From an optimization exercise on the open Yosys and OpenROAD flow, aimed at small area; shortcuts taken in it are not production practice.
Only simulation tests tie the RTL to the original design; equivalence was not proved.
No activity file was given, so power comes from the tool's default toggle rates.

--- flow/config.mk ---
export PLATFORM = sky130hd
export DESIGN_NAME = top_module
export DESIGN_NICKNAME = top_module
export VERILOG_FILES = /design/flow/design.v
export SDC_FILE = /design/flow/constraint.sdc
export NUM_CORES = 4
export LEC_CHECK = 0
export CAP_MARGIN = 0
export CORE_MARGIN = 2
export CORE_UTILIZATION = 40
export SLEW_MARGIN = 0
export BUFFER_PORTS_ARGS = -buffer_cell sky130_fd_sc_hd__buf_1
export CTS_ARGS = -sink_clustering_enable -repair_clock_nets -dont_use_dummy_load -sink_clustering_size 25 -sink_clustering_max_diameter 200
--- flow/constraint.sdc ---
create_clock -name core_clock -period 10.0 [get_ports {clk}]
set_input_delay 2.0000 -clock core_clock [delete_from_list [all_inputs] [get_ports {clk}]]
set_output_delay 2.0000 -clock core_clock [all_outputs]
set_load 0.01 [all_outputs]
--- flow/design.v ---
`timescale 1ns / 1ps
module top_module(
    input clk,
    rst,
    floor_0_p,
    floor_1_p,
    floor_2_p,
    floor_3_p,
    floor_4_p,
    direction_1,
    direction_2,
    direction_3,
    floor_0_d,
    floor_1_d,
    floor_2_d,
    floor_3_d,
    floor_4_d,
    output led_inside_0,
    led_inside_1,
    led_inside_2,
    led_inside_3,
    led_inside_4,
    led_outside_0,
    led_outside_1,
    led_outside_2,
    led_outside_3,
    led_outside_4,
    led_busy,
    a_out,b_out,c_out,d_out,e_out,f_out,g_out,p_out,
    output [7:0] an
);
    reg [5:0] r;
    reg [4:0] b, a;
    wire r_wrap = r[5] & r[2] & r[1] & r[0];              
    wire tick = r[5] & r[3] & r[2] & r[0];                
    wire r24 = r[4] & r[3] & r[1] & r[0];                 
    wire b_wrap = b[4] & ~b[1] & ~b[0];                   
    wire b0 = ~b[2] & ~b[1] & ~b[0];                      
    wire b_lt3 = ~b[4] & ~b[3] & ~b[2];                   
    wire b1 = ~b[3] & ~b[2] & ~b[1] & b[0];               
    wire b9 = b[4] & ~b[3] & b[2] & b[1] & ~b[0];         
    wire b11 = b[4] & ~b[2] & b[1] & b[0];                
    wire a0 = ~a[3] & ~a[2] & ~a[1] & ~a[0];              
    wire a12 = ~a[3] & a[2] & a[1] & a[0];                
    wire a24 = ~a[4] & a[3] & ~a[2] & ~a[1] & a[0];       
    wire t249 = (a12 & b9) | (a24 & b_wrap);
    wire t1 = (a0 & b1) | (a12 & b11);
    wire step = tick && t249;
    always @(posedge clk) begin
        if (!rst) begin
            r <= 6'd0;
            b <= 5'd0;
            a <= 5'd0;
        end else begin
            r <= r_wrap ? 6'b000001 : {r[4:0], ~(r[5] ^ r[0])};
            if (tick) begin
                b <= b_wrap ? 5'd0 : {b[3:0], ~(b[4] ^ b[1])};
                if (b_wrap)
                    a <= a24 ? 5'd0 : {a[3:0], ~(a[4] ^ a[1])};
            end
        end
    end
    reg [2:0] dg;
    reg blank;
    wire anff = blank;
    always @(posedge clk) begin
        if (!rst) begin
            dg <= 3'd7;
            blank <= 1'b1;
        end else if (r_wrap && b0) begin
            dg <= {dg[2] ^ (dg[1] & dg[0]), dg[1] ^ dg[0], ~dg[0]};
            blank <= 1'b0;
        end
    end
    wire [7:0] anr = {8{blank}} | ~(8'h01 << dg);
    assign an = anr;
    wire wend = r24 && t1 && !anff;
    wire early0 = anff && b0;
    wire early3 = anff && b_lt3;
    wire [4:0] fp = {floor_4_p, floor_3_p, floor_2_p, floor_1_p, floor_0_p};
    wire [4:0] fd = {floor_4_d, floor_3_d, floor_2_d, floor_1_d, floor_0_d};
    reg [4:0] s0, fdl;
    reg [2:0] q1, q2, q3;
    wire [4:0] rise = fp & ~(s0 & ~{5{early0}});
    wire [2:0] rise_f = rise[0] ? 3'd0 : rise[1] ? 3'd1 : rise[2] ? 3'd2 :
                        rise[3] ? 3'd3 : rise[4] ? 3'd4 : 3'd7;
    always @(posedge clk)
        if (tick) begin
            s0 <= fp; q1 <= rise_f; q2 <= q1; q3 <= q2;
            fdl <= fd;
        end
    wire [2:0] hq = early3 ? 3'd7 : q3;
    wire hpv = (hq != 3'd7);
    wire [4:0] cab = fd & ~(fdl & ~{5{early0}});
    reg [4:0] inr, outr;      
    reg busy;                 
    reg P;                    
    reg [2:0] kj;             
    wire [2:0] kat = {kj[2] & ~kj[0], kj[1] & (~kj[2] | kj[0]), kj[0] & (~kj[1] | kj[2])};
    reg [2:0] LP;             
    reg [1:0] SM;             
    reg [2:0] pr;             
    reg PA;                   
    reg [2:0] sd;             
    reg dk;                   
    reg Cd;                   
    wire k0 = (kat == 3'd0);
    wire hv = (pr != 3'd7) && (pr != kat);
    wire cv = (sd != 3'd7) && (sd != kat);
    wire tv = hv | cv;
    wire [2:0] t = hv ? pr : sd;
    wire arrive = busy && !k0 && (LP == kat);
    wire mid = busy && !k0 && !arrive && (SM == ((kat == 3'd4) ? 2'd3 : kat[1:0]));
    wire other = !k0 && !arrive && !mid;
    wire start = tv && (k0 || (other && !busy));
    wire between = P ? (t < kat && t > LP) : (t > kat && t < LP);
    wire accept = other && busy && tv && between && (!hv || PA == P);
    wire clr0 = k0 && !tv;
    wire move = other && busy;
    wire set = start || accept;
    wire [4:0] kat_oh = 5'b1 << kat;
    wire [4:0] t_oh = 5'b1 << t;
    wire [4:0] clr_m = (arrive || mid || clr0) ? kat_oh : 5'b0;
    wire [4:0] n_out = (outr & ~clr_m) | ((set && hv) ? t_oh : 5'b0);
    wire [4:0] n_in = (inr & ~clr_m) | ((set && !hv) ? t_oh : 5'b0);
    wire n_busy = start ? 1'b1 : (arrive || clr0) ? 1'b0 : busy;
    wire hp_dir = (hq == 3'd0) ? 1'b0 : (hq == 3'd1) ? direction_1 :
                  (hq == 3'd2) ? direction_2 : (hq == 3'd3) ? direction_3 : 1'b1;
    wire [2:0] cab_f = cab[0] ? 3'd0 : cab[1] ? 3'd1 : cab[2] ? 3'd2 : cab[3] ? 3'd3 : 3'd4;
    always @(posedge clk) begin
        if (tick) begin
            if (hpv) PA <= hp_dir;
            if (step) begin
                if (start) begin
                    P <= (t < kat);
                    LP <= t;
                end
                if (start || k0 || mid)
                    SM <= 2'd0;
                else if (accept)
                    SM <= t[1:0];
                dk <= (k0 && start) || move;
            end
        end
        if (!rst) begin
            inr <= 0; outr <= 0; busy <= 0; kj <= 0; Cd <= 0;
            pr <= 3'd7; sd <= 3'd7;
        end else if (wend) begin
            if (dk)
                kj <= P ? {~kj[0], kj[2:1]} : {kj[1:0], ~kj[2]};
            Cd <= busy;
        end else if (tick) begin
            if (step) begin
                busy <= n_busy;
                inr <= n_in; outr <= n_out;
                pr <= 3'd7; sd <= 3'd7;
            end else begin
                if (hpv) pr <= hq;
                if (|cab) sd <= cab_f;
            end
        end
    end
    assign {led_inside_4, led_inside_3, led_inside_2, led_inside_1, led_inside_0} = inr;
    assign {led_outside_4, led_outside_3, led_outside_2, led_outside_1, led_outside_0} = outr;
    assign led_busy = busy;
    wire busy_d = Cd;
    wire [2:0] kat_d = kat;
    wire P_d = P | k0;
    reg [6:0] d0, d4, d5;
    always @* begin
        case (kat_d)
            3'd0: d0 = 7'b0000001;
            3'd1: d0 = 7'b1001111;
            3'd2: d0 = 7'b0010010;
            3'd3: d0 = 7'b0000110;
            default: d0 = 7'b1101100;
        endcase
        if (!busy_d) begin
            d4 = 7'b1000010; d5 = 7'b1001111;
        end else if (P_d) begin
            d4 = 7'b0000001; d5 = 7'b1000010;
        end else begin
            d4 = 7'b0011000; d5 = 7'b1000001;
        end
    end
    wire [6:0] seg = ({7{anr[0]}} | d0) & ({7{anr[1]}} | 7'b1111110) &
                     ({7{anr[2]}} | 7'b1110001) & ({7{anr[3]}} | 7'b0111000) &
                     ({7{anr[4]}} | d4) & ({7{anr[5]}} | d5) &
                     ({7{anr[6]}} | 7'b1111110) & ({7{anr[7]}} | 7'b1111110);
    assign {a_out, b_out, c_out, d_out, e_out, f_out, g_out} = seg;
    assign p_out = 1'b1;
endmodule
--- flow/flow/run.sh ---
#!/bin/bash
# ORFS layout as the standard.sh makes it, with two changes:
#  - ports are buffered with the smallest buffer cell (buf_1), and CTS
#    options are set (flow/extra.mk);
#  - after the standard synthesis, its combinational logic is re-mapped
#    with a longer ABC script (flow/resyn.tcl, flow/resyn.abc); registers
#    are untouched.  The result is used only if it keeps every register,
#    is fully mapped and Yosys proves it equivalent (flow/eqchk.tcl);
#    otherwise the standard netlist is laid out.
# Each tool writes its full output to a log file in this folder.
set -euo pipefail
cd "$(dirname "${BASH_SOURCE[0]}")/.."
W=$(pwd)
cat flow/extra.mk >> config.mk

bash standard.sh synth > log_1_synth.log 2>&1

R=$W/orfs/results/${FLOW_PLATFORM}/top_module/base
cp "$R/1_2_yosys.v" "$W/std_1_2_yosys.v"
YOSYS=$(command -v yosys || echo "$FLOW_HOME/../tools/install/yosys/bin/yosys")
export RESYN_LIB="$FLOW_HOME/platforms/sky130hd/lib/sky130_fd_sc_hd__tt_025C_1v80.lib"
export RESYN_IN="$W/std_1_2_yosys.v"
export RESYN_OUT="$W/resyn_1_2_yosys.v"
export RESYN_TOP="$FLOW_TOP"
export RESYN_SCRIPT="$W/flow/resyn.abc"
export RESYN_DONT_USE="$(sed -n '/DONT_USE_CELLS/,/^$/p' "$FLOW_HOME/platforms/sky130hd/config.mk" | grep -o 'sky130_fd_sc_hd__[a-z0-9_]*' | tr '\n' ' ')"
ok=0
if "$YOSYS" -c "$W/flow/resyn.tcl" > log_2_resyn.log 2>&1; then
  n_std=$(grep -cE '^\s*sky130_fd_sc_hd__e?dfxtp_[0-9]+ ' "$RESYN_IN" || true)
  n_new=$(grep -cE '^\s*sky130_fd_sc_hd__e?dfxtp_[0-9]+ ' "$RESYN_OUT" || true)
  n_asg=$(grep -cE '^\s*assign ' "$RESYN_OUT" || true)
  if [[ "$n_std" -gt 0 && "$n_std" == "$n_new" && "$n_asg" == 0 ]]; then
    sed "s/^module $FLOW_TOP(/module eq_gold(/" "$RESYN_IN" > "$W/eq_gold.v"
    sed "s/^module $FLOW_TOP(/module eq_gate(/" "$RESYN_OUT" > "$W/eq_gate.v"
    if EQ_GOLD="$W/eq_gold.v" EQ_GATE="$W/eq_gate.v" "$YOSYS" -c "$W/flow/eqchk.tcl" > log_2_eqchk.log 2>&1; then
      ok=1
    fi
  fi
fi
echo "resyn used: $ok" >> log_2_resyn.log
if [[ $ok == 1 ]]; then
  cp "$RESYN_OUT" "$R/1_2_yosys.v"
  touch "$R/1_2_yosys.v"
fi

bash standard.sh > log_3_finish.log 2>&1
--- flow/flow/eqchk.tcl ---
# Prove the re-mapped netlist equivalent to the standard synthesis netlist
# (same registers, so a combinational/inductive proof per register).
yosys -import
set lib $::env(RESYN_LIB)
read_liberty -ignore_miss_func $lib
read_verilog $::env(EQ_GOLD)
read_verilog $::env(EQ_GATE)
flatten eq_gold eq_gate
opt_clean
equiv_make eq_gold eq_gate eq
hierarchy -top eq
equiv_simple -seq 2
equiv_induct
equiv_status -assert
--- flow/flow/extra.mk ---
export BUFFER_PORTS_ARGS = -buffer_cell sky130_fd_sc_hd__buf_1
export CTS_ARGS = -sink_clustering_enable -repair_clock_nets -dont_use_dummy_load -sink_clustering_size 25 -sink_clustering_max_diameter 200
--- flow/flow/resyn.abc ---
strash
&get -n
&fraig -x
&put
scorr
dc2
dretime
strash
&get -n
&dc2
&dch -f
&nf -R 1000
&put
strash
&get -n
&dc2
&dch -f
&nf -R 1000
&put
strash
&get -n
&dc2
&dch -f
&nf -R 1000
&put
strash
&get -n
&dc2
&dch -f
&nf -R 1000
&put
--- flow/flow/resyn.tcl ---
# Re-map the combinational logic of the standard synthesis netlist with a
# longer ABC script.  Flip-flops (and tie cells) stay as they are: their
# library cells are read as black boxes, every other cell is read with its
# logic function and flattened into plain gates before ABC maps it again.
yosys -import
set lib $::env(RESYN_LIB)
read_liberty -ignore_miss_func $lib
blackbox sky130_fd_sc_hd__dfxtp_1 sky130_fd_sc_hd__dfxtp_2 sky130_fd_sc_hd__dfxtp_4 sky130_fd_sc_hd__edfxtp_1 sky130_fd_sc_hd__conb_1
read_verilog $::env(RESYN_IN)
hierarchy -top $::env(RESYN_TOP)
flatten
opt -purge
set dont_use {}
foreach c $::env(RESYN_DONT_USE) { lappend dont_use -dont_use $c }
abc -liberty $lib -script $::env(RESYN_SCRIPT) {*}$dont_use
opt_clean -purge
setundef -zero
splitnets
opt_clean -purge
hilomap -singleton -hicell sky130_fd_sc_hd__conb_1 HI -locell sky130_fd_sc_hd__conb_1 LO
insbuf -buf sky130_fd_sc_hd__buf_4 A X
opt_clean -purge
stat -liberty $lib
write_verilog -noattr -nohex -nodec $::env(RESYN_OUT)
--- flow/standard.sh ---
#!/bin/bash
# synth_recipe.tcl (not shown) runs the flow's synth.tcl, then flattens the netlist and writes it again
# the make line also repeats each setting of config.mk as NAME=value (left out here)
make -C /OpenROAD-flow-scripts/flow DESIGN_CONFIG=/design/flow/config.mk WORK_HOME=/design/flow/orfs CLKGATE_MAP_FILE= SYNTH_SCRIPT=/design/flow/synth_recipe.tcl "${@:-finish}"
==> results.sh, run 1 <==
export IMPL_status="timing/DRC/antenna clean"
export IMPL_power_share_sequential=0.616
export IMPL_arrival_ns=4.57
export IMPL_postCtsHoldBufs=0
export IMPL_worst_setup_path_end_kind="register"
export IMPL_dieArea_um2=8660
export IMPL_grt_ovfl_total=0
export IMPL_finClkSkew_ns=0.0140
export IMPL_cts_setup_buffers=0
export IMPL_cts_tree="done"
export IMPL_hold_path_class="register to register"
export IMPL_start_util=0.411
export IMPL_fill_cells=762
export IMPL_grt_usage=0.183
export IMPL_synth_area_um2=3170
export IMPL_final_antenna_net_count=0
export IMPL_crit_type="register to register"
export IMPL_slowest_stage="a2111oi_0"
export IMPL_combPwrFrac=0.022
export IMPL_cts_buffers=9
export IMPL_avgRoutedWirePerCell_um=14.2
export IMPL_clk_pin_slew_worst_paths_ns=0.07
export IMPL_grt_start_max_net_pins=38
export IMPL_clk_latency_ns=0.34
export IMPL_routed_wl_met3_um=378
export IMPL_remaining_drc_errors=0
export IMPL_hold_slack_ns=0.423
export IMPL_post_route_min_period_ns=4.31
export IMPL_top_layer="met4"
export IMPL_worstPathMaxFanout=9
export IMPL_crit_chain="nor2_1 -> nor2_1 -> a2111oi_0 -> nor3_1 -> a21oi_1 -> mux2i_1 -> a22oi_1 -> a211oi_1 -> nor2_1 -> or4_1 -> and2_0 -> nor4b_1 -> nand2_1 -> o21ai_0"
export IMPL_layout_setup_ws_ns=5.69
export IMPL_n_antenna_cell=0
export IMPL_hold_violations=0
export IMPL_firstDrtPassIters=5
export IMPL_drt_iter0_drc=153
export IMPL_wl_met2_um=3430
export IMPL_avgSynthCellArea_um2=8.74
export IMPL_setup_violations=0
export IMPL_p_per_area_nw_per_um2=131
export IMPL_drv_slew=0
export IMPL_synth_cells=363
export IMPL_maxCapViolCount=0
export IMPL_ir_worst_vdd_v=0.0000778
export IMPL_routabilityCongestion=0.886
export IMPL_drive_above_1_share=0.0266
export IMPL_worstMarginPinSlew_ns=0.781
export IMPL_dp_slack_ns=5.72
export IMPL_final_setup_tns_ns=0
export IMPL_crit_path_frequent_cell="nor2_1"
export IMPL_clkPwrFrac=0.362
export IMPL_grt_pass1_wl_um=12400
export IMPL_reg2reg_slack_ns=5.69
export IMPL_num_rows=32
export IMPL_startpoint_type="register"
export IMPL_relSlewSlack=0.479
export IMPL_yosys_warnings=1
export IMPL_rsz0062_at_grt="false"
export IMPL_grt_pass1_vias=2658
export IMPL_ios=42
export IMPL_fin_crit_sh=0.431
export IMPL_antenna_found_initial=0
export IMPL_wirelength_um=7330
export IMPL_portBuffers=40
export IMPL_cts_sinks=68
export IMPL_swShare=0.206
export IMPL_die_h_um=93.1
export IMPL_timing_fmax_mhz=232
export IMPL_dr_total_vias=2840
export IMPL_p_switching_w=0.0000962
export IMPL_drt_vias_per_instance=5.51
export IMPL_cellInternalPower_w=0.000372
export IMPL_ctsResizeCount=0
export IMPL_syn_nets=378
export IMPL_clock_path_buffers=2
export IMPL_power_leakage_nw=1.21
export IMPL_cpPeakStageDelay_ns=0.60
export IMPL_die_w_um=93.1
export IMPL_wl_met1_um=3280
export IMPL_cts_root_buf="clkbuf_8"
export IMPL_stdcell_count=515
export IMPL_fin_nets=430
export IMPL_area_growth_pct=12.9
export IMPL_utilization=0.464
export IMPL_hpwl_um=5410
export IMPL_crit_required_ns=10.27
export IMPL_htree_levels=3
export IMPL_dp_cells=506
export IMPL_design_core_area_um2=7730
==> path summary, 6_finish.rpt <==
check             depth (start not counted)      to  start
setup reg to reg                         14  inr[2]  kj[2]
setup / recovery                         14  inr[2]  kj[2]
hold / removal                            0   q3[0]  q2[0]
hold reg to reg                           0   q3[0]  q2[0]
==> power by group through the flow <==
stage	logic, W	registers (W)	clock network (W)
after floorplan	0.00000461	0.000294	0
after global placement	0.0000103	0.000294	0
after detailed placement	0.0000105	0.000294	0
after CTS	0.0000105	0.000288	0.000177
after global routing	0.0000118	0.000288	0.000185
final	0.0000103	0.000288	0.000169
==> layout make-up <==
| cell class | instances | area, um^2 | share of cell area |
|---|---|---|---|
| Inverter | 15 | 56.3 | 0.0157 |
| Sequential cell | 68 | 1630 | 0.455 |
| Timing Repair Buffer | 41 | 158 | 0.0440 |
| Tap cell | 102 | 128 | 0.0356 |
| Clock buffer | 9 | 124 | 0.0346 |
| Multi-Input combinational cell | 280 | 1490 | 0.415 |
==> state kept, by name, summed over array words and instances (netlist names), 5 cells and up <==
register / cells
r: 6
s0: 5
a: 5
inr: 5
b: 5
fdl: 5
outr: 5
==> per-layer routing <==
metal  vias up  track usage
li1       1427            -
met1      1313        0.220
met2        76        0.300
met3        24       0.0516
met4         0       0.0968
met5         -            0
==> per-stage QoR <==
step | instance area, um^2 | power (W)
finish | 3580 | 0.000468
global route | 3580 | 0.000485
CTS | 3580 | 0.000475
detailed placement | 3460 | 0.000305
global placement | 3460 | 0.000305
floorplan | 3170 | 0.000299
==> critical path, delay by kind of cell (launching register included) <==
family | cells | cell delay, ns
AOI/OAI and AO/OA | 5 | 1.60
DFF | 1 | 0.38
muxes | 1 | 0.49
and+or+nand+nor | 8 | 1.76
==> placed cells by master, fill, tap and decap left out, drive strengths merged, types with 2 or more instances in the layout <==
cell type / count
nor4: 4
a21boi: 2
nand3: 18
mux2i: 2
nor2b: 7
nand4: 3
clkinv: 15
nand3b: 3
and3: 7
buf: 41
o21ai: 31
nor4b: 2
or4: 2
clkbuf: 9
a22oi: 4
nor3: 11
nand2: 58
a2111oi: 2
xnor2: 5
nor3b: 2
dfxtp: 41
edfxtp: 27
nand2b: 5
o22ai: 3
a21oi: 29
o221a: 2
nor2: 50
o2bb2ai: 2
o211ai: 4
and2: 4
==> run 2, diff against run 1 <==
==> flow/flow/extra.mk (replaced) <==
export BUFFER_PORTS_ARGS = -buffer_cell sky130_fd_sc_hd__buf_1
export CTS_ARGS = -sink_clustering_enable -repair_clock_nets -dont_use_dummy_load -buf_list sky130_fd_sc_hd__clkbuf_4 -root_buf sky130_fd_sc_hd__clkbuf_4
--- a/flow/config.mk
+++ b/flow/config.mk
@@ -11,3 +11,3 @@
 export SLEW_MARGIN = 0
 export BUFFER_PORTS_ARGS = -buffer_cell sky130_fd_sc_hd__buf_1
-export CTS_ARGS = -sink_clustering_enable -repair_clock_nets -dont_use_dummy_load -sink_clustering_size 25 -sink_clustering_max_diameter 200
+export CTS_ARGS = -sink_clustering_enable -repair_clock_nets -dont_use_dummy_load -buf_list sky130_fd_sc_hd__clkbuf_4 -root_buf sky130_fd_sc_hd__clkbuf_4
==> run 2 against run 1 <==
Against the previous run: still clean on timing, DRC and antenna; utilization decreased by 0.73 points; sequential cell count did not move; critical path depth unchanged; via count increased by 0.63%; first-iteration DRC count down 15%; final cell count unchanged; synthesized cell count stayed put; sequential share of layout area grew 0.73 points; clock skew up 0.0097 ns; sequential power about the same; total power fell by 9.6%.
==> results.sh, run 2 <==
export IMPL_status="timing/DRC/antenna clean"
export IMPL_worstPathMaxFanout=9
export IMPL_wirelength_um=7370
export IMPL_portBuffers=40
export IMPL_swShare=0.213
export IMPL_routabilityCongestion=0.886
export IMPL_relSlewSlack=0.472
export IMPL_final_setup_tns_ns=0
export IMPL_layout_setup_ws_ns=5.68
export IMPL_area_growth_pct=11.1
export IMPL_path_buf_inv=0
export IMPL_p_per_area_nw_per_um2=120
export IMPL_cts_root_buf="clkbuf_4"
export IMPL_drt_vias_per_instance=5.55
export IMPL_regArea_um2=1630
export IMPL_clk_pin_slew_worst_paths_ns=0.11
export IMPL_clock_path_buffers=2
export IMPL_drv_slew=0
export IMPL_layout_common_cells="58 x nand2_1, 50 x nor2_1, 41 x dfxtp_1, 40 x buf_1, 31 x o21ai_0"
export IMPL_slowest_stage="a2111oi_0"
export IMPL_clk_latency_ns=0.40
export IMPL_crit_path_frequent_cell="nor2_1"
export IMPL_worstMarginPinSlew_ns=0.791
export IMPL_ios=42
export IMPL_multi_input_area_um2=1490
export IMPL_die_h_um=93.1
export IMPL_grt_pass1_vias=2694
export IMPL_syn_nets=378
export IMPL_htree_levels=3
export IMPL_dieArea_um2=8660
export IMPL_cts_buffers=9
export IMPL_drive_above_1_share=0.0266
export IMPL_ir_worst_vdd_v=0.000105
export IMPL_hpwl_um=5410
export IMPL_antenna_found_initial=0
export IMPL_hold_violations=0
export IMPL_avgRoutedWirePerCell_um=14.3
export IMPL_dr_total_vias=2858
export IMPL_maxCapViolCount=0
export IMPL_cts_setup_buffers=0
export IMPL_cellInternalPower_w=0.000333
export IMPL_design_core_area_um2=7730
export IMPL_n_antenna_cell=0
export IMPL_grt_pass1_wl_um=12400
export IMPL_dp_cells=506
export IMPL_crit_chain="nor2_1 -> nor2_1 -> a2111oi_0 -> nor3_1 -> a21oi_1 -> mux2i_1 -> a22oi_1 -> a211oi_1 -> nor2_1 -> or4_1 -> and2_0 -> nor4b_1 -> nand2_1 -> o21ai_0"
export IMPL_setup_violations=0
export IMPL_power_share_sequential=0.681
export IMPL_worst_setup_path_end_kind="register"
export IMPL_post_route_min_period_ns=4.32
export IMPL_cpPeakStageDelay_ns=0.60
export IMPL_grt_usage=0.182
export IMPL_remaining_drc_errors=0
export IMPL_power_leakage_nw=1.18
export IMPL_firstDrtPassIters=4
export IMPL_yosys_warnings=1
export IMPL_cts_sinks=68
export IMPL_largest_reg_flops=6
export IMPL_synth_area_um2=3170
export IMPL_startpoint_type="register"
export IMPL_largest_register="r"
export IMPL_avgSynthCellArea_um2=8.74
export IMPL_placed_cell_area_um2=3460
export IMPL_hold_path_class="register to register"
export IMPL_final_antenna_net_count=0
export IMPL_postCtsHoldBufs=0
export IMPL_grt_ovfl_total=0
export IMPL_final_common_cell="nand2_1"
export IMPL_clkPwrFrac=0.295
export IMPL_fin_crit_sh=0.432
export IMPL_stdcell_count=515
export IMPL_crit_type="register to register"
export IMPL_crit_required_ns=10.33
export IMPL_grt_start_max_net_pins=38
export IMPL_ctsResizeCount=0
export IMPL_rsz0062_at_grt="false"
export IMPL_die_w_um=93.1
export IMPL_start_util=0.411
export IMPL_cts_tree="done"
export IMPL_final_area_um2=3530
export IMPL_timing_fmax_mhz=232
export IMPL_p_switching_w=0.0000900
export IMPL_drt_iter0_drc=130
export IMPL_combPwrFrac=0.024
export IMPL_arrival_ns=4.65
export IMPL_finClkSkew_ns=0.0236
export IMPL_fin_nets=430
export IMPL_fill_cells=763
export IMPL_synth_cells=363
export IMPL_dp_slack_ns=5.72
export IMPL_num_rows=32
export IMPL_cpLargestDelayFamily="simple AND/OR/NAND/NOR gates"
-- run 2: final cells by class --
class                           instances  share of cell area
Multi-Input combinational cell        280               0.421
Clock buffer                            9              0.0192
Sequential cell                        68               0.463
Timing Repair Buffer                   41              0.0447
Tap cell                              102              0.0362
Inverter                               15              0.0160
-- run 2: final timing paths --
kind                            slack, ns  start  depth (start not counted)  endpoint
worst min-delay path                 0.43  q2[0]                          0     q3[0]
worst max-delay path                 5.68  kj[2]                         14    inr[2]
worst max register to register       5.68  kj[2]                         14    inr[2]
worst min register to register       0.43  q2[0]                          0     q3[0]
-- run 2: power groups by stage --
stage	combinational (W)	clock (W)	sequential [W]
6_report	0.0000103	0.000125	0.000288
5_1_grt	0.0000118	0.000141	0.000288
4_1_cts	0.0000105	0.000132	0.000288
2_1_floorplan	0.00000461	0	0.000294
3_3_place_gp	0.0000103	0	0.000294
3_5_place_dp	0.0000105	0	0.000294
-- run 2: stage by stage --
stage	utilization	hold WS (ns)	power (W)
global placement	0.448	0.403	0.000305
CTS	0.456	0.433	0.000430
global route	0.456	0.449	0.000441
floorplan	-	0.400	0.000299
finish	0.456	0.431	0.000423
detailed placement	0.448	0.407	0.000305
-- run 2: routing by layer --
metal	vias to the layer above	track usage	share of wire
met4	0	0.0748	0.020
met1	1343	0.217	0.45
met3	14	0.0564	0.046
met2	73	0.306	0.49
met5	-	0	0
li1	1428	-	-
==> run 3, diff against run 2 <==
==> flow/flow/run.sh (replaced) <==
#!/bin/bash
# ORFS layout as the standard.sh makes it, with two changes:
#  - ports are buffered with the smallest buffer cell (buf_1), and CTS
#    options are set (flow/extra.mk);
#  - after the standard synthesis, its combinational logic is re-mapped
#    with longer ABC scripts (flow/resyn.tcl with flow/resyn_*.abc, each
#    also run a second time on its own result); registers are untouched.
#    The smallest result that keeps every register, is fully mapped and
#    that Yosys proves equivalent to the standard netlist (flow/eqchk.tcl)
#    is laid out; if none qualifies, the standard netlist is.
# Each tool writes its full output to a log file in this folder.
set -euo pipefail
cd "$(dirname "${BASH_SOURCE[0]}")/.."
W=$(pwd)
cat flow/extra.mk >> config.mk

bash standard.sh synth > log_1_synth.log 2>&1

R=$W/orfs/results/${FLOW_PLATFORM}/top_module/base
cp "$R/1_2_yosys.v" "$W/std_1_2_yosys.v"
YOSYS=$(command -v yosys || echo "$FLOW_HOME/../tools/install/yosys/bin/yosys")
export RESYN_LIB="$FLOW_HOME/platforms/sky130hd/lib/sky130_fd_sc_hd__tt_025C_1v80.lib"
export RESYN_TOP="$FLOW_TOP"
export RESYN_DONT_USE="$(sed -n '/DONT_USE_CELLS/,/^$/p' "$FLOW_HOME/platforms/sky130hd/config.mk" | grep -o 'sky130_fd_sc_hd__[a-z0-9_]*' | tr '\n' ' ')"
STD="$W/std_1_2_yosys.v"
n_std=$(grep -cE '^\s*sky130_fd_sc_hd__e?dfxtp_[0-9]+ ' "$STD" || true)

# try: run one re-mapping; print "area file" if the result is usable
try() {  # in out script log
  if RESYN_IN="$1" RESYN_OUT="$2" RESYN_SCRIPT="$3" "$YOSYS" -c "$W/flow/resyn.tcl" > "$4" 2>&1; then
    local n_new n_asg area
    n_new=$(grep -cE '^\s*sky130_fd_sc_hd__e?dfxtp_[0-9]+ ' "$2" || true)
    n_asg=$(grep -cE '^\s*assign ' "$2" || true)
    area=$(grep "Chip area for module" "$4" | tail -1 | awk '{print $NF}')
    if [[ "$n_std" -gt 0 && "$n_std" == "$n_new" && "$n_asg" == 0 && -n "$area" ]]; then
      echo "$area $2"
    fi
  fi
}
: > resyn_candidates.txt
for s in flow/resyn_*.abc; do
  k=$(basename "$s" .abc)
  try "$STD" "$W/${k}_1.v" "$W/$s" "log_2_${k}_1.log" >> resyn_candidates.txt || true
  if [[ -f "$W/${k}_1.v" ]]; then
    try "$W/${k}_1.v" "$W/${k}_2.v" "$W/$s" "log_2_${k}_2.log" >> resyn_candidates.txt || true
  fi
done
sort -g resyn_candidates.txt > resyn_sorted.txt
chosen=""
sed "s/^module $FLOW_TOP(/module eq_gold(/" "$STD" > "$W/eq_gold.v"
while read -r area f; do
  sed "s/^module $FLOW_TOP(/module eq_gate(/" "$f" > "$W/eq_gate.v"
  if EQ_GOLD="$W/eq_gold.v" EQ_GATE="$W/eq_gate.v" "$YOSYS" -c "$W/flow/eqchk.tcl" > "log_2_eqchk_$(basename "$f" .v).log" 2>&1; then
    chosen="$f"; break
  fi
done < resyn_sorted.txt
echo "chosen: ${chosen:-standard netlist}" > log_2_resyn_choice.log
cat resyn_sorted.txt >> log_2_resyn_choice.log
if [[ -n "$chosen" ]]; then
  cp "$chosen" "$R/1_2_yosys.v"
  touch "$R/1_2_yosys.v"
fi

bash standard.sh > log_3_finish.log 2>&1
==> flow/flow/resyn_a.abc (new file) <==
strash
&get -n
&fraig -x
&put
scorr
dc2
dretime
strash
&get -n
&dc2
&dch -f
&nf -R 1000
&put
strash
&get -n
&dc2
&dch -f
&nf -R 1000
&put
strash
&get -n
&dc2
&dch -f
&nf -R 1000
&put
strash
&get -n
&dc2
&dch -f
&nf -R 1000
&put
==> flow/flow/resyn_b.abc (new file) <==
strash
&get -n
&fraig -x
&put
scorr
dc2
dretime
strash
dc2
dch -f
map -a
strash
&get -n
&dc2
&dch -f
&nf -R 1000
&put
strash
&get -n
&dc2
&dch -f
&nf -R 1000
&put
==> flow/flow/resyn_c.abc (new file) <==
strash
&get -n
&fraig -x
&put
scorr
dc2
dretime
strash
&get -n
&dch -f
&nf -R 1000
&put
strash
&get -n
&dch -f
&nf -R 1000
&put
strash
&get -n
&dch -f
&nf -R 1000
&put
strash
&get -n
&dch -f
&nf -R 1000
&put
strash
&get -n
&dch -f
&nf -R 1000
&put
strash
&get -n
&dch -f
&nf -R 1000
&put
==> flow/flow/resyn_d.abc (new file) <==
strash
&get -n
&fraig -x
&put
scorr
dc2
dretime
strash
&get -n
&dch -f
&nf -R 1000
&put
strash
&get -n
&dch -f
&nf -R 1000
&put
strash
&get -n
&dch -f
&nf -R 1000
&put
strash
&get -n
&dch -f
&nf -R 1000
&put
removed: flow/flow/resyn.abc
==> run 3 against run 2 <==
Against the previous run: still clean on timing, DRC and antenna; final cell count rose by 0.58%; design area fell by 0.14%; worst hold slack improved by 0.0038 ns; combinational power rose by 8%; largest cell class unchanged; largest power group unchanged.
==> results.sh, run 3 <==
export IMPL_grt_start_max_net_pins=31
export IMPL_routabilityCongestion=0.887
export IMPL_drv_slew=0
export IMPL_cts_buffers=9
export IMPL_power_share_sequential=0.683
export IMPL_post_route_min_period_ns=4.14
export IMPL_largest_reg_flops=6
export IMPL_power_w=0.000422
export IMPL_avgSynthCellArea_um2=8.66
export IMPL_path_buf_inv=1
export IMPL_final_antenna_net_count=0
export IMPL_drive_above_1_share=0.0288
export IMPL_slowest_stage="nor3_1"
export IMPL_multi_input_area_um2=1460
export IMPL_final_common_cell="nand2_1"
export IMPL_clkPwrFrac=0.291
export IMPL_crit_path_frequent_cell="nor2_1"
export IMPL_maxCapViolCount=0
export IMPL_ir_worst_vdd_v=0.0000823
export IMPL_avgRoutedWirePerCell_um=13.8
export IMPL_ios=42
export IMPL_htree_levels=3
export IMPL_arrival_ns=2.14
export IMPL_dieArea_um2=8630
export IMPL_postCtsHoldBufs=0
export IMPL_synth_area_um2=3160
export IMPL_swShare=0.211
export IMPL_layout_common_cells="68 x nand2_1, 42 x nor2_1, 41 x dfxtp_1, 40 x buf_1, 32 x o21ai_0"
export IMPL_crit_required_ns=8.00
export IMPL_synth_cells=365
export IMPL_wirelength_um=7140
export IMPL_grt_ovfl_total=0
export IMPL_cp_endpoint="g_out"
export IMPL_r2r_end="inr[1]"
export IMPL_cellInternalPower_w=0.000333
export IMPL_final_setup_tns_ns=0
export IMPL_status="timing/DRC/antenna clean"
export IMPL_final_area_um2=3520
export IMPL_cts_sinks=68
export IMPL_portBuffers=40
export IMPL_cpLargestDelayFamily="simple AND/OR/NAND/NOR gates"
export IMPL_rsz0062_at_grt="false"
export IMPL_antenna_found_initial=0
export IMPL_cts_root_buf="clkbuf_4"
export IMPL_startpoint_type="register"
export IMPL_grt_pass1_wl_um=12100
export IMPL_layout_setup_ws_ns=5.86
export IMPL_regArea_um2=1630
export IMPL_setup_violations=0
export IMPL_die_w_um=92.9
export IMPL_start_util=0.411
export IMPL_fin_crit_sh=0.414
export IMPL_crit_chain="nor3_1 -> nor2_1 -> nor2b_1 -> o211ai_1 -> nor2_1 -> buf_1"
export IMPL_clk_latency_ns=0.41
export IMPL_worst_setup_path_end_kind="output pin"
export IMPL_grt_usage=0.176
export IMPL_power_leakage_nw=1.18
export IMPL_relSlewSlack=0.464
export IMPL_hold_violations=0
export IMPL_combPwrFrac=0.026
export IMPL_largest_register="r"
export IMPL_crit_type="register to output pin"
export IMPL_placed_cell_area_um2=3450
export IMPL_remaining_drc_errors=0
export IMPL_worstMarginPinSlew_ns=0.798
export IMPL_cts_tree="done"
export IMPL_setup_worst_path_start="kj[2]"
export IMPL_reg2reg_slack_ns=6.44
export IMPL_grt_pass1_vias=2541
export IMPL_dp_slack_ns=6.27
export IMPL_clock_path_buffers=2
export IMPL_finClkSkew_ns=0.0395
export IMPL_worstPathMaxFanout=10
export IMPL_fin_nets=433
export IMPL_area_growth_pct=11.4
export IMPL_syn_nets=380
export IMPL_hpwl_um=5220
export IMPL_cp_depth=6
export IMPL_drt_iter0_drc=161
export IMPL_dr_total_vias=2830
export IMPL_clk_pin_slew_worst_paths_ns=0.10
export IMPL_num_rows=32
export IMPL_fill_cells=772
export IMPL_reg2reg_depth=17
export IMPL_firstDrtPassIters=4
export IMPL_hold_slack_ns=0.435
export IMPL_ctsResizeCount=0
export IMPL_p_per_area_nw_per_um2=120
export IMPL_die_h_um=92.9
export IMPL_n_antenna_cell=0
export IMPL_reg2reg_from="kj[2]"
export IMPL_hold_path_class="register to register"
export IMPL_p_switching_w=0.0000890
export IMPL_yosys_warnings=1
export IMPL_cpPeakStageDelay_ns=0.68
export IMPL_drt_vias_per_instance=5.46
export IMPL_timing_fmax_mhz=242
export IMPL_design_core_area_um2=7690
export IMPL_cts_setup_buffers=0
-- run 3: final cells by class --
class	count	area share
Inverter	18	0.0192
Multi-Input combinational cell	279	0.415
Tap cell	102	0.0362
Clock buffer	9	0.0192
Timing Repair Buffer	42	0.0469
Sequential cell	68	0.463
-- run 3: worst register-to-register path, cell delays in order (launching register included) --
cell      delay, ns
dfxtp_1        0.52
nand2_1        0.31
o21bai_1       0.22
nor2_1         0.07
o21a_1         0.12
a21oi_1        0.32
o21ai_0        0.12
buf_4          0.18
a21oi_1        0.12
o221ai_1       0.15
nand2_1        0.13
a31oi_1        0.06
nor3_1         0.19
o21ai_0        0.16
nand2_1        0.12
nand3_1        0.15
or3_1          0.37
o21ai_0        0.15
-- run 3: how the worst min path moves through the flow --
stage	startpoint	end	slack, ns	cells after the start
2_1_floorplan	q1[0]	q2[0]	0.40	0
3_3_place_gp	q1[0]	q2[0]	0.40	0
3_5_place_dp	q2[0]	q3[0]	0.41	0
4_1_cts	q1[0]	q2[0]	0.44	0
5_1_grt	q2[1]	q3[1]	0.45	0
6_report	q2[1]	q3[1]	0.43	0
-- run 3: metal layers --
metal  track usage  wire length (um)  vias to the layer above
met2         0.283              3270                       58
met5             0                 0                        -
met4        0.0392                92                        0
li1              -                 -                     1433
met3        0.0553               287                       13
met1         0.233              3490                     1326
-- run 3: power groups by stage --
| stage | Combinational (W) | Clock [W] | Sequential (W) |
|---|---|---|---|
| 3_5_place_dp | 0.0000110 | 0 | 0.000294 |
| 2_1_floorplan | 0.00000489 | 0 | 0.000294 |
| 4_1_cts | 0.0000110 | 0.000129 | 0.000288 |
| 3_3_place_gp | 0.0000108 | 0 | 0.000295 |
| 5_1_grt | 0.0000126 | 0.000140 | 0.000288 |
| 6_report | 0.0000111 | 0.000123 | 0.000288 |
-- run 3: stage by stage --
| stage | util | std cells |
|---|---|---|
| floorplan | - | 365 |
| global placement | 0.449 | 509 |
| detailed placement | 0.449 | 509 |
| CTS | 0.458 | 518 |
| global route | 0.458 | 518 |
| finish | 0.458 | 518 |
==> run 4, diff against run 3 <==
--- a/flow/config.mk
+++ b/flow/config.mk
@@ -8,5 +8,5 @@
 export CAP_MARGIN = 0
 export CORE_MARGIN = 2
-export CORE_UTILIZATION = 40
+export CORE_UTILIZATION = 70
 export SLEW_MARGIN = 0
 export BUFFER_PORTS_ARGS = -buffer_cell sky130_fd_sc_hd__buf_1
==> run 4 against run 3 <==
Against the previous run: clock-buffer cell count stayed put; non-clock buffer count stayed put; sequential power about the same; sequential share of layout area rose by 0.84 points; setup slack barely moved; fmax about the same; total power increased by 0.27%; wire length fell by 0.55%; via count increased by 4.5%; critical path type unchanged; global-route usage grew 12 points; die area down 41%; clock skew up 0.0020 ns.
==> results.sh, run 4 <==
export IMPL_status="timing/DRC/antenna clean"
export IMPL_drt_vias_per_instance=6.32
export IMPL_routabilityCongestion=0.891
export IMPL_hpwl_um=5160
export IMPL_portBuffers=40
export IMPL_clk_latency_ns=0.41
export IMPL_grt_usage=0.301
export IMPL_dr_total_vias=2956
export IMPL_die_w_um=71.2
export IMPL_reg2reg_slack_ns=6.49
export IMPL_design_core_area_um2=4350
export IMPL_drt_iter0_drc=370
export IMPL_maxCapViolCount=0
export IMPL_post_route_min_period_ns=4.14
export IMPL_yosys_warnings=1
export IMPL_fin_crit_sh=0.414
export IMPL_crit_type="register to output pin"
export IMPL_postCtsHoldBufs=0
export IMPL_hold_violations=0
export IMPL_final_antenna_net_count=0
export IMPL_crit_path_frequent_cell="nor2_1"
export IMPL_arrival_ns=2.14
export IMPL_grt_ovfl_total=0
export IMPL_synth_area_um2=3160
export IMPL_worstPathMaxFanout=10
export IMPL_num_rows=24
export IMPL_timing_fmax_mhz=242
export IMPL_worstMarginPinSlew_ns=0.768
export IMPL_clock_path_buffers=2
export IMPL_cpLargestDelayFamily="simple AND/OR/NAND/NOR gates"
export IMPL_grt_pass1_wl_um=11900
export IMPL_dp_cells=459
export IMPL_remaining_drc_errors=0
export IMPL_avgRoutedWirePerCell_um=15.2
export IMPL_n_antenna_cell=0
export IMPL_dieArea_um2=5070
export IMPL_crit_chain="nor3_1 -> nor2_1 -> nor2b_1 -> o211ai_1 -> nor2_1 -> buf_1"
export IMPL_clk_pin_slew_worst_paths_ns=0.08
export IMPL_cts_sinks=68
export IMPL_final_setup_tns_ns=0
export IMPL_htree_levels=3
export IMPL_largest_register="r"
export IMPL_fin_nets=433
export IMPL_path_buf_inv=1
export IMPL_area_growth_pct=9.42
export IMPL_syn_nets=380
export IMPL_ios=42
export IMPL_final_common_cell="nand2_1"
export IMPL_p_per_area_nw_per_um2=122
export IMPL_cts_tree="done"
export IMPL_rsz0062_at_grt="false"
export IMPL_finClkSkew_ns=0.0415
export IMPL_worst_setup_path_end_kind="output pin"
export IMPL_ir_worst_vdd_v=0.000101
export IMPL_grt_start_max_net_pins=31
export IMPL_crit_required_ns=8.00
export IMPL_avgSynthCellArea_um2=8.66
export IMPL_cpPeakStageDelay_ns=0.66
export IMPL_antenna_found_initial=0
export IMPL_cts_root_buf="clkbuf_4"
export IMPL_drv_slew=0
export IMPL_cts_setup_buffers=0
export IMPL_setup_violations=0
export IMPL_largest_reg_flops=6
export IMPL_stdcell_count=468
export IMPL_relSlewSlack=0.485
export IMPL_firstDrtPassIters=5
export IMPL_power_leakage_nw=1.18
export IMPL_layout_common_cells="68 x nand2_1, 42 x nor2_1, 41 x dfxtp_1, 40 x buf_1, 32 x o21ai_0"
export IMPL_grt_pass1_vias=2614
export IMPL_synth_cells=365
export IMPL_die_h_um=71.2
export IMPL_ctsResizeCount=0
export IMPL_startpoint_type="register"
export IMPL_drive_above_1_share=0.0288
export IMPL_hold_path_class="register to register"
export IMPL_start_util=0.726
export IMPL_cts_buffers=9
export IMPL_wirelength_um=7100
export IMPL_slowest_stage="nor3_1"
[run 4: worst paths after layout]
check | from | endpoint | cells past startpoint
worst min-delay path | q1[0] | q2[0] | 0
worst min register to register | q1[0] | q2[0] | 0
worst max-delay path | kj[2] | g_out | 6
worst max register to register | kj[2] | inr[2] | 17
[run 4: per-stage QoR]
step	hold WS, ns	util	total power, W	worst slack [ns]	cell area [um^2]
finish	0.426	0.795	0.000423	5.86	3460
global route	0.433	0.795	0.000438	5.62	3460
CTS	0.426	0.795	0.000425	5.85	3460
detailed placement	0.405	0.779	0.000305	6.27	3390
global placement	0.401	0.779	0.000305	6.34	3390
floorplan	0.400	-	0.000299	6.56	3160
[run 4: layout make-up]
cell class | count | area [um^2]
sequential | 68 | 1630
multi-input combinational | 279 | 1460
fill | 322 | 895
timing repair buffer | 42 | 165
clock buffer | 9 | 67.6
inverter | 18 | 67.6
tap | 52 | 65.1
[run 4: metal layers]
layer | up-vias | track usage | wire [um]
met2 | 173 | 0.476 | 3400
met4 | 0 | 0.130 | 130
met1 | 1341 | 0.386 | 2980
met5 | - | 0 | 0
li1 | 1425 | - | -
met3 | 17 | 0.0869 | 593
[run 4: report_power, final]
part           internal [W]  leakage (nW)  switching, W
Clock             0.0000418        0.0414     0.0000821
Sequential         0.000287         0.587   0.000000922
Combinational    0.00000378         0.554    0.00000714
Total              0.000333          1.18     0.0000901
==> run 5, diff against run 4 <==
--- a/flow/config.mk
+++ b/flow/config.mk
@@ -8,5 +8,5 @@
 export CAP_MARGIN = 0
 export CORE_MARGIN = 2
-export CORE_UTILIZATION = 70
+export CORE_UTILIZATION = 55
 export SLEW_MARGIN = 0
 export BUFFER_PORTS_ARGS = -buffer_cell sky130_fd_sc_hd__buf_1
==> run 5 against run 4 <==
Against the previous run: total power increased by 1.0%; via count down 4.1%; global-route usage fell by 6.5 points; sequential share of layout area down 0.34 points; critical path depth did not move; die area grew 26%; register-to-register slack got worse by 0.11 ns; final cell count rose by 4.3%; fmax shrank 1.2%; clock skew down 0.014 ns; utilization down 17 points; critical endpoint unchanged; largest power group unchanged.
==> results.sh, run 5 <==
export IMPL_status="timing/DRC/antenna clean"
export IMPL_largest_reg_flops=6
export IMPL_hold_depth=0
export IMPL_largest_register="r"
export IMPL_reg2reg_from="kj[2]"
export IMPL_grt_pass1_vias=2538
export IMPL_grt_pass1_wl_um=11800
export IMPL_ios=42
export IMPL_cts_setup_buffers=0
export IMPL_slowest_stage="nor3_1"
export IMPL_crit_path_frequent_cell="nor2_1"
export IMPL_ctsResizeCount=0
export IMPL_r2r_end="inr[1]"
export IMPL_area_growth_pct=10.2
export IMPL_routabilityCongestion=0.894
export IMPL_ir_worst_vdd_v=0.0000731
export IMPL_synth_area_um2=3160
export IMPL_crit_chain="nor3_1 -> nor2_1 -> nor2b_1 -> o211ai_1 -> nor2_1 -> buf_1"
export IMPL_crit_required_ns=8.00
export IMPL_dr_total_vias=2836
export IMPL_hpwl_um=5120
export IMPL_drv_slew=0
export IMPL_dp_cells=479
export IMPL_clkPwrFrac=0.301
export IMPL_worstPathMaxFanout=10
export IMPL_p_per_area_nw_per_um2=123
export IMPL_antenna_found_initial=0
export IMPL_min_from="q1[2]"
export IMPL_fill_cells=511
export IMPL_multi_input_area_um2=1460
export IMPL_cts_buffers=9
export IMPL_remaining_drc_errors=0
export IMPL_path_buf_inv=1
export IMPL_rsz0062_at_grt="false"
export IMPL_reg2reg_slack_ns=6.38
export IMPL_startpoint_type="register"
export IMPL_wirelength_um=7170
export IMPL_hold_violations=0
export IMPL_relSlewSlack=0.457
export IMPL_postCtsHoldBufs=0
export IMPL_fin_nets=433
export IMPL_final_common_cell="nand2_1"
export IMPL_power_share_sequential=0.674
export IMPL_worst_setup_path_end_kind="output pin"
export IMPL_swShare=0.221
export IMPL_finClkSkew_ns=0.0280
export IMPL_combPwrFrac=0.025
export IMPL_die_w_um=79.8
export IMPL_grt_ovfl_total=0
export IMPL_avgRoutedWirePerCell_um=14.7
export IMPL_clock_path_buffers=2
export IMPL_dieArea_um2=6370
export IMPL_power_w=0.000427
export IMPL_design_core_area_um2=5540
export IMPL_p_switching_w=0.0000943
export IMPL_maxCapViolCount=0
export IMPL_timing_fmax_mhz=239
export IMPL_reg2reg_depth=17
export IMPL_regArea_um2=1630
export IMPL_fin_crit_sh=0.419
export IMPL_cellInternalPower_w=0.000333
export IMPL_clk_pin_slew_worst_paths_ns=0.09
export IMPL_final_antenna_net_count=0
export IMPL_cpLargestDelayFamily="simple AND/OR/NAND/NOR gates"
export IMPL_utilization=0.629
export IMPL_layout_common_cells="68 x nand2_1, 42 x nor2_1, 41 x dfxtp_1, 40 x buf_1, 32 x o21ai_0"
export IMPL_stdcell_count=488
export IMPL_yosys_warnings=1
export IMPL_num_rows=27
export IMPL_grt_usage=0.236
export IMPL_drt_iter0_drc=197
export IMPL_syn_nets=380
export IMPL_drive_above_1_share=0.0288
export IMPL_cts_sinks=68
export IMPL_post_route_min_period_ns=4.19
export IMPL_drt_vias_per_instance=5.81
export IMPL_portBuffers=40
export IMPL_cts_tree="done"
export IMPL_avgSynthCellArea_um2=8.66
export IMPL_hold_path_class="register to register"
export IMPL_whs_endpoint="q2[2]"
export IMPL_cpPeakStageDelay_ns=0.69
export IMPL_firstDrtPassIters=4
export IMPL_start_util=0.571
export IMPL_n_antenna_cell=0
export IMPL_setup_violations=0
export IMPL_htree_levels=3
export IMPL_cts_root_buf="clkbuf_4"
export IMPL_crit_type="register to output pin"
export IMPL_clk_latency_ns=0.41
export IMPL_final_setup_tns_ns=0
export IMPL_power_leakage_nw=1.18
export IMPL_worstMarginPinSlew_ns=0.810
export IMPL_synth_cells=365
export IMPL_die_h_um=79.8
export IMPL_arrival_ns=2.19
export IMPL_grt_start_max_net_pins=31
## run 5: worst reg2reg max path, cell delays in order (launching register included)
cell and delay (ns):
dfxtp_1 0.53, nand2_1 0.33, o21bai_1 0.25, nor2_1 0.08, o21a_1 0.11, a21oi_1 0.34
o21ai_0 0.14, buf_4 0.19, a21oi_1 0.12, o221ai_1 0.13, nand2_1 0.12, a31oi_1 0.05
nor3_1 0.20, o21ai_0 0.18, nand2_1 0.13, nand3_1 0.15, or3_1 0.37, o21ai_0 0.16
## run 5: final cells by class
class | instances | share of cell area
inverters | 18 | 0.0194
repair buffers | 42 | 0.0474
clock buffers | 9 | 0.0194
flip-flops and latches | 68 | 0.468
multi-input cells | 279 | 0.420
well taps | 72 | 0.0259
## run 5: power groups by stage
stage	registers, W	clock network, W	logic (W)
final	0.000288	0.000128	0.0000108
after global routing	0.000288	0.000138	0.0000125
after CTS	0.000288	0.000130	0.0000108
after detailed placement	0.000294	0	0.0000108
after global placement	0.000294	0	0.0000106
after floorplan	0.000294	0	0.00000489
## run 5: stage by stage
stage	cell area, um^2	setup slack (ns)	hold slack, ns
finish	3480	5.81	0.427
global placement	3420	6.33	0.400
global route	3480	5.56	0.432
CTS	3480	5.80	0.427
detailed placement	3420	6.25	0.405
floorplan	3160	6.56	0.400
## run 5: routing by layer
metal  up-vias  track usage  wire, um
li1       1430            -         -
met1      1328        0.314      3420
met2        68        0.387      3400
met3        10       0.0351       246
met4         0       0.0949       102
met5         -            0         0
## run 5: how the worst max path moves through the flow
stage                      from  endpoint  cells past startpoint
after floorplan           kj[2]     f_out                      3
after global placement    kj[2]     g_out                      6
after detailed placement  kj[2]     g_out                      6
after CTS                 kj[2]     g_out                      6
after global routing      kj[2]     g_out                      6
final                     kj[2]     g_out                      6
==> run 6, diff against run 5 <==
--- a/flow/config.mk
+++ b/flow/config.mk
@@ -6,4 +6,5 @@
 export NUM_CORES = 4
 export LEC_CHECK = 0
+export ABC_AREA = 1
 export CAP_MARGIN = 0
 export CORE_MARGIN = 2
==> run 6 against run 5 <==
Against the previous run: final cell count decreased by 1.4%; largest power group unchanged; non-clock buffer count decreased by 1; total power is 0.90% lower; clock skew is 0.0040 ns higher; fmax down 14%; synthesized cell count is 1.6% lower.
==> results.sh, run 6 <==
export IMPL_status="timing/DRC/antenna clean"
export IMPL_relSlewSlack=0.235
export IMPL_slowest_stage="a2111oi_0"
export IMPL_cpPeakStageDelay_ns=0.94
export IMPL_yosys_warnings=1
export IMPL_clock_path_buffers=2
export IMPL_htree_levels=3
export IMPL_largest_register="r"
export IMPL_routabilityCongestion=0.955
export IMPL_arrival_ns=5.21
export IMPL_cts_buffers=9
export IMPL_grt_ovfl_total=0
export IMPL_maxCapViolCount=0
export IMPL_dp_slack_ns=5.25
export IMPL_r2r_end="outr[1]"
export IMPL_syn_nets=374
export IMPL_area_growth_pct=10.0
export IMPL_wl_met1_um=3200
export IMPL_crit_required_ns=10.34
export IMPL_reg2reg_slack_ns=5.13
export IMPL_routed_wl_met3_um=308
export IMPL_crit_path_frequent_cell="nor2_1"
export IMPL_fin_crit_sh=0.487
export IMPL_synth_cells=359
export IMPL_clk_latency_ns=0.39
export IMPL_timing_fmax_mhz=205
export IMPL_portBuffers=40
export IMPL_finClkSkew_ns=0.0320
export IMPL_worstMarginPinSlew_ns=1.12
export IMPL_final_common_cell="nand2_1"
export IMPL_antenna_found_initial=0
export IMPL_startpoint_type="register"
export IMPL_grt_pass1_vias=2416
export IMPL_reg2reg_depth=16
export IMPL_cpLargestDelayFamily="compound AO/OA/AOI/OAI gates"
export IMPL_drv_slew=0
export IMPL_top_layer="met4"
export IMPL_worst_setup_path_end_kind="register"
export IMPL_cts_setup_buffers=0
export IMPL_power_leakage_nw=1.17
export IMPL_crit_chain="clkinv_1 -> nor2_1 -> xor2_1 -> a2111oi_0 -> a31oi_1 -> o22ai_1 -> clkinv_1 -> o21a_1 -> o31ai_1 -> o2111ai_1 -> a21oi_1 -> o21a_1 -> nor2_1 -> nor2_1 -> a22oi_1 -> nor2b_1"
export IMPL_synth_area_um2=3150
export IMPL_ir_worst_vdd_v=0.0000783
export IMPL_final_antenna_net_count=0
export IMPL_post_route_min_period_ns=4.87
export IMPL_dieArea_um2=6350
export IMPL_ios=42
export IMPL_whs_endpoint="q2[2]"
export IMPL_hold_path_class="register to register"
export IMPL_wirelength_um=6810
export IMPL_hold_violations=0
export IMPL_clk_pin_slew_worst_paths_ns=0.11
export IMPL_cts_tree="done"
export IMPL_final_setup_tns_ns=0
export IMPL_die_h_um=79.7
export IMPL_grt_pass1_wl_um=11100
export IMPL_layout_setup_ws_ns=5.13
export IMPL_min_from="q1[2]"
export IMPL_avgSynthCellArea_um2=8.78
export IMPL_design_core_area_um2=5510
export IMPL_start_util=0.572
export IMPL_remaining_drc_errors=0
export IMPL_die_w_um=79.7
export IMPL_wl_met2_um=3180
export IMPL_fin_nets=426
export IMPL_setup_violations=0
export IMPL_setup_worst_path_start="kj[2]"
export IMPL_rsz0062_at_grt="false"
export IMPL_grt_usage=0.227
export IMPL_ctsResizeCount=0
export IMPL_drt_vias_per_instance=5.81
export IMPL_hold_depth=0
export IMPL_hpwl_um=4950
export IMPL_dr_total_vias=2793
export IMPL_grt_start_max_net_pins=29
export IMPL_worstPathMaxFanout=7
export IMPL_largest_reg_flops=6
export IMPL_num_rows=27
export IMPL_p_per_area_nw_per_um2=122
export IMPL_firstDrtPassIters=5
export IMPL_cts_sinks=68
export IMPL_crit_type="register to register"
export IMPL_drt_iter0_drc=190
export IMPL_layout_common_cells="55 x nand2_1, 51 x nor2_1, 41 x dfxtp_1, 40 x buf_1, 32 x a21oi_1"
export IMPL_drive_above_1_share=0.0244
export IMPL_path_buf_inv=2
export IMPL_cts_root_buf="clkbuf_4"
export IMPL_n_antenna_cell=0
export IMPL_reg2reg_from="kj[2]"
export IMPL_avgRoutedWirePerCell_um=14.2
export IMPL_postCtsHoldBufs=0
-- run 6: power by group --
group	total, W	switching (W)	internal, W
Sequential	0.000288	0.000000799	0.000287
Combinational	0.0000107	0.00000647	0.00000420
Clock	0.000125	0.0000827	0.0000419
-- run 6: cell type report --
| type | count | area [um^2] |
|---|---|---|
| multi-input combinational | 277 | 1470 |
| fill | 480 | 2040 |
| sequential | 68 | 1630 |
| tap | 72 | 90.1 |
| inverter | 14 | 52.6 |
| clock buffer | 9 | 67.6 |
| timing repair buffer | 41 | 158 |
-- run 6: how the worst max path moves through the flow --
stage | endpoint | slack [ns] | depth (start not counted)
CTS | outr[1] | 5.24 | 16
finish | outr[1] | 5.13 | 16
global route | outr[1] | 4.46 | 16
floorplan | outr[1] | 6.08 | 16
global placement | outr[1] | 5.50 | 16
detailed placement | outr[1] | 5.25 | 16
-- run 6: through the flow --
stage | power, W | util | hold slack [ns] | std cells | area (um^2)
4_1_cts | 0.000426 | 0.629 | 0.415 | 481 | 3470
2_1_floorplan | 0.000300 | - | 0.400 | 359 | 3150
3_5_place_dp | 0.000305 | 0.617 | 0.405 | 472 | 3400
6_report | 0.000423 | 0.629 | 0.411 | 481 | 3470
3_3_place_gp | 0.000305 | 0.617 | 0.402 | 472 | 3400
5_1_grt | 0.000438 | 0.629 | 0.432 | 481 | 3470
-- run 6: metal layers --
layer,GRT usage,vias up
met5,0,-
met4,0.0914,0
met3,0.0486,12
met2,0.357,88
met1,0.304,1274
li1,-,1419
==> run 7, diff against run 6 <==
==> flow/flow/extra.mk (replaced) <==
export BUFFER_PORTS_ARGS = -buffer_cell sky130_fd_sc_hd__buf_1
export CTS_ARGS = -sink_clustering_enable -repair_clock_nets -dont_use_dummy_load -buf_list sky130_fd_sc_hd__clkbuf_4 -root_buf sky130_fd_sc_hd__clkbuf_4 -sink_clustering_size 6
==> flow/config.mk (replaced) <==
export PLATFORM = sky130hd
export DESIGN_NAME = top_module
export DESIGN_NICKNAME = top_module
export VERILOG_FILES = /design/flow/design.v
export SDC_FILE = /design/flow/constraint.sdc
export NUM_CORES = 4
export LEC_CHECK = 0
export CAP_MARGIN = 0
export CORE_MARGIN = 2
export CORE_UTILIZATION = 40
export SLEW_MARGIN = 0
export BUFFER_PORTS_ARGS = -buffer_cell sky130_fd_sc_hd__buf_1
export CTS_ARGS = -sink_clustering_enable -repair_clock_nets -dont_use_dummy_load -buf_list sky130_fd_sc_hd__clkbuf_4 -root_buf sky130_fd_sc_hd__clkbuf_4 -sink_clustering_size 6
==> run 7 against run 6 <==
Against the previous run: worst hold slack improved by 0.024 ns; global-route usage down 5.1 points; first-iteration DRC count shrank 15%; non-clock buffer count up 1; design area grew 1.6%; register-to-register slack better by 1.3 ns; utilization fell by 17 points; die area increased by 36%; final cell count rose by 7.7%; fmax up 18%; combinational power up 4%; clock skew increased by 0.0075 ns.
==> results.sh, run 7 <==
export IMPL_status="timing/DRC/antenna clean"
export IMPL_num_rows=32
export IMPL_min_from="q2[1]"
export IMPL_remaining_drc_errors=0
export IMPL_ios=42
export IMPL_grt_pass1_wl_um=12100
export IMPL_top_layer="met4"
export IMPL_r2r_end="inr[1]"
export IMPL_final_common_cell="nand2_1"
export IMPL_crit_type="register to output pin"
export IMPL_portBuffers=40
export IMPL_crit_required_ns=8.00
export IMPL_routabilityCongestion=0.887
export IMPL_hold_violations=0
export IMPL_n_antenna_cell=0
export IMPL_synth_cells=365
export IMPL_worst_setup_path_end_kind="output pin"
export IMPL_p_per_area_nw_per_um2=120
export IMPL_die_h_um=92.9
export IMPL_firstDrtPassIters=4
export IMPL_hold_path_class="register to register"
export IMPL_grt_usage=0.176
export IMPL_hold_depth=0
export IMPL_fin_nets=433
export IMPL_final_setup_tns_ns=0
export IMPL_cpPeakStageDelay_ns=0.68
export IMPL_rsz0062_at_grt="false"
export IMPL_power_w=0.000422
export IMPL_clock_path_buffers=2
export IMPL_clkPwrFrac=0.291
export IMPL_crit_chain="nor3_1 -> nor2_1 -> nor2b_1 -> o211ai_1 -> nor2_1 -> buf_1"
export IMPL_die_w_um=92.9
export IMPL_layout_common_cells="68 x nand2_1, 42 x nor2_1, 41 x dfxtp_1, 40 x buf_1, 32 x o21ai_0"
export IMPL_power_share_sequential=0.683
export IMPL_cts_root_buf="clkbuf_4"
export IMPL_cts_buffers=9
export IMPL_start_util=0.411
export IMPL_post_route_min_period_ns=4.14
export IMPL_worstMarginPinSlew_ns=0.798
export IMPL_cellInternalPower_w=0.000333
export IMPL_antenna_found_initial=0
export IMPL_hpwl_um=5220
export IMPL_dr_total_vias=2830
export IMPL_drt_vias_per_instance=5.46
export IMPL_largest_reg_flops=6
export IMPL_p_switching_w=0.0000890
export IMPL_swShare=0.211
export IMPL_cts_sinks=68
export IMPL_setup_violations=0
export IMPL_ir_worst_vdd_v=0.0000823
export IMPL_cts_setup_buffers=0
export IMPL_reg2reg_from="kj[2]"
export IMPL_reg2reg_depth=17
export IMPL_fill_cells=772
export IMPL_grt_start_max_net_pins=31
export IMPL_yosys_warnings=1
export IMPL_drt_iter0_drc=161
export IMPL_combPwrFrac=0.026
export IMPL_power_leakage_nw=1.18
export IMPL_slowest_stage="nor3_1"
export IMPL_crit_path_frequent_cell="nor2_1"
export IMPL_worstPathMaxFanout=10
export IMPL_dieArea_um2=8630
export IMPL_relSlewSlack=0.464
export IMPL_reg2reg_slack_ns=6.44
export IMPL_drv_slew=0
export IMPL_htree_levels=3
export IMPL_wl_met2_um=3270
export IMPL_final_antenna_net_count=0
export IMPL_syn_nets=380
export IMPL_cts_tree="done"
export IMPL_arrival_ns=2.14
export IMPL_clk_pin_slew_worst_paths_ns=0.10
export IMPL_maxCapViolCount=0
export IMPL_wl_met1_um=3490
export IMPL_largest_register="r"
export IMPL_drive_above_1_share=0.0288
export IMPL_finClkSkew_ns=0.0395
export IMPL_grt_pass1_vias=2541
export IMPL_wirelength_um=7140
export IMPL_clk_latency_ns=0.41
export IMPL_regArea_um2=1630
export IMPL_avgSynthCellArea_um2=8.66
export IMPL_synth_area_um2=3160
export IMPL_fin_crit_sh=0.414
export IMPL_avgRoutedWirePerCell_um=13.8
export IMPL_timing_fmax_mhz=242
export IMPL_whs_endpoint="q3[1]"
export IMPL_routed_wl_met3_um=287
export IMPL_startpoint_type="register"
export IMPL_postCtsHoldBufs=0
export IMPL_multi_input_area_um2=1460
export IMPL_ctsResizeCount=0
export IMPL_grt_ovfl_total=0
export IMPL_design_core_area_um2=7690
export IMPL_area_growth_pct=11.4
## run 7: worst max path at each step
stage            end  start  depth (start not counted)
6_report       g_out  kj[2]                          6
5_1_grt        g_out  kj[2]                          6
4_1_cts        g_out  kj[2]                          6
3_5_place_dp   g_out  kj[2]                          6
3_3_place_gp   g_out  kj[2]                          6
2_1_floorplan  f_out  kj[2]                          3
## run 7: stage by stage
stage | hold slack (ns) | utilization | worst slack, ns | cells | instance area [um^2]
final | 0.435 | 0.458 | 5.86 | 518 | 3520
after global routing | 0.453 | 0.458 | 5.59 | 518 | 3520
after CTS | 0.438 | 0.458 | 5.84 | 518 | 3520
after detailed placement | 0.406 | 0.449 | 6.27 | 509 | 3450
after global placement | 0.403 | 0.449 | 6.32 | 509 | 3450
after floorplan | 0.400 | - | 6.56 | 365 | 3160
## run 7: cell type report
type | instances | share of cell area
clock buffer | 9 | 0.0192
inverter | 18 | 0.0192
multi-input combinational | 279 | 0.415
sequential | 68 | 0.463
tap | 102 | 0.0362
timing repair buffer | 42 | 0.0469
## run 7: metal layers
layer	vias up	global-route usage
met3	13	0.0553
met4	0	0.0392
li1	1433	-
met1	1326	0.233
met5	-	0
met2	58	0.283
## run 7: critical path, delay by kind of cell, from the launching register on
family | cells | cell delay, ns
AOI/OAI and AO/OA | 1 | 0.09
buffers and inverters | 1 | 0.15
DFF | 1 | 0.42
and+or+nand+nor | 4 | 1.08
## run 7: power by group through the flow
stage,Clock [W],Combinational (W),Sequential [W]
finish,0.000123,0.0000111,0.000288
global route,0.000140,0.0000126,0.000288
CTS,0.000129,0.0000110,0.000288
detailed placement,0,0.0000110,0.000294
global placement,0,0.0000108,0.000295
floorplan,0,0.00000489,0.000294

## static timing again, ports no longer ideal
The flow's constraints put no driver on any port. The routed layouts listed below were extracted and timed again, unchanged, in two steps. Step 1 (the two cells are an assumption about what drives the block):
set clk [get_ports {clk}]
set_driving_cell -lib_cell sky130_fd_sc_hd__clkbuf_16 $clk
set_driving_cell -lib_cell sky130_fd_sc_hd__buf_2 [delete_from_list [all_inputs] $clk]
Step 2 times the ports against the registers' clock, not the clock port: input delays grow and output delays shrink by t, the midpoint of the rising clock arrivals with the driver on. Slacks: ideal ports / drivers / drivers and shift; pairs: ideal ports / drivers.
run	t, ns	setup WS [ns]	worst setup path at the end	worst slew at a driven data input, ns
run 1	0.366	5.693 / 5.693 / 5.693	register to register	0.03
run 2	0.419	5.685 / 5.685 / 5.685	register to register	0.03
run 3	0.418	5.861 / 5.834 / 6.252	register to output	0.03
run 4	0.420	5.861 / 5.835 / 6.255	register to output	0.03
run 5	0.418	5.812 / 5.785 / 6.203	register to output	0.03
run 6	0.403	5.130 / 5.130 / 5.130	register to register	0.03
run 7	0.418	5.861 / 5.834 / 6.252	register to output	0.03
After both steps setup and hold are still met in every run listed.
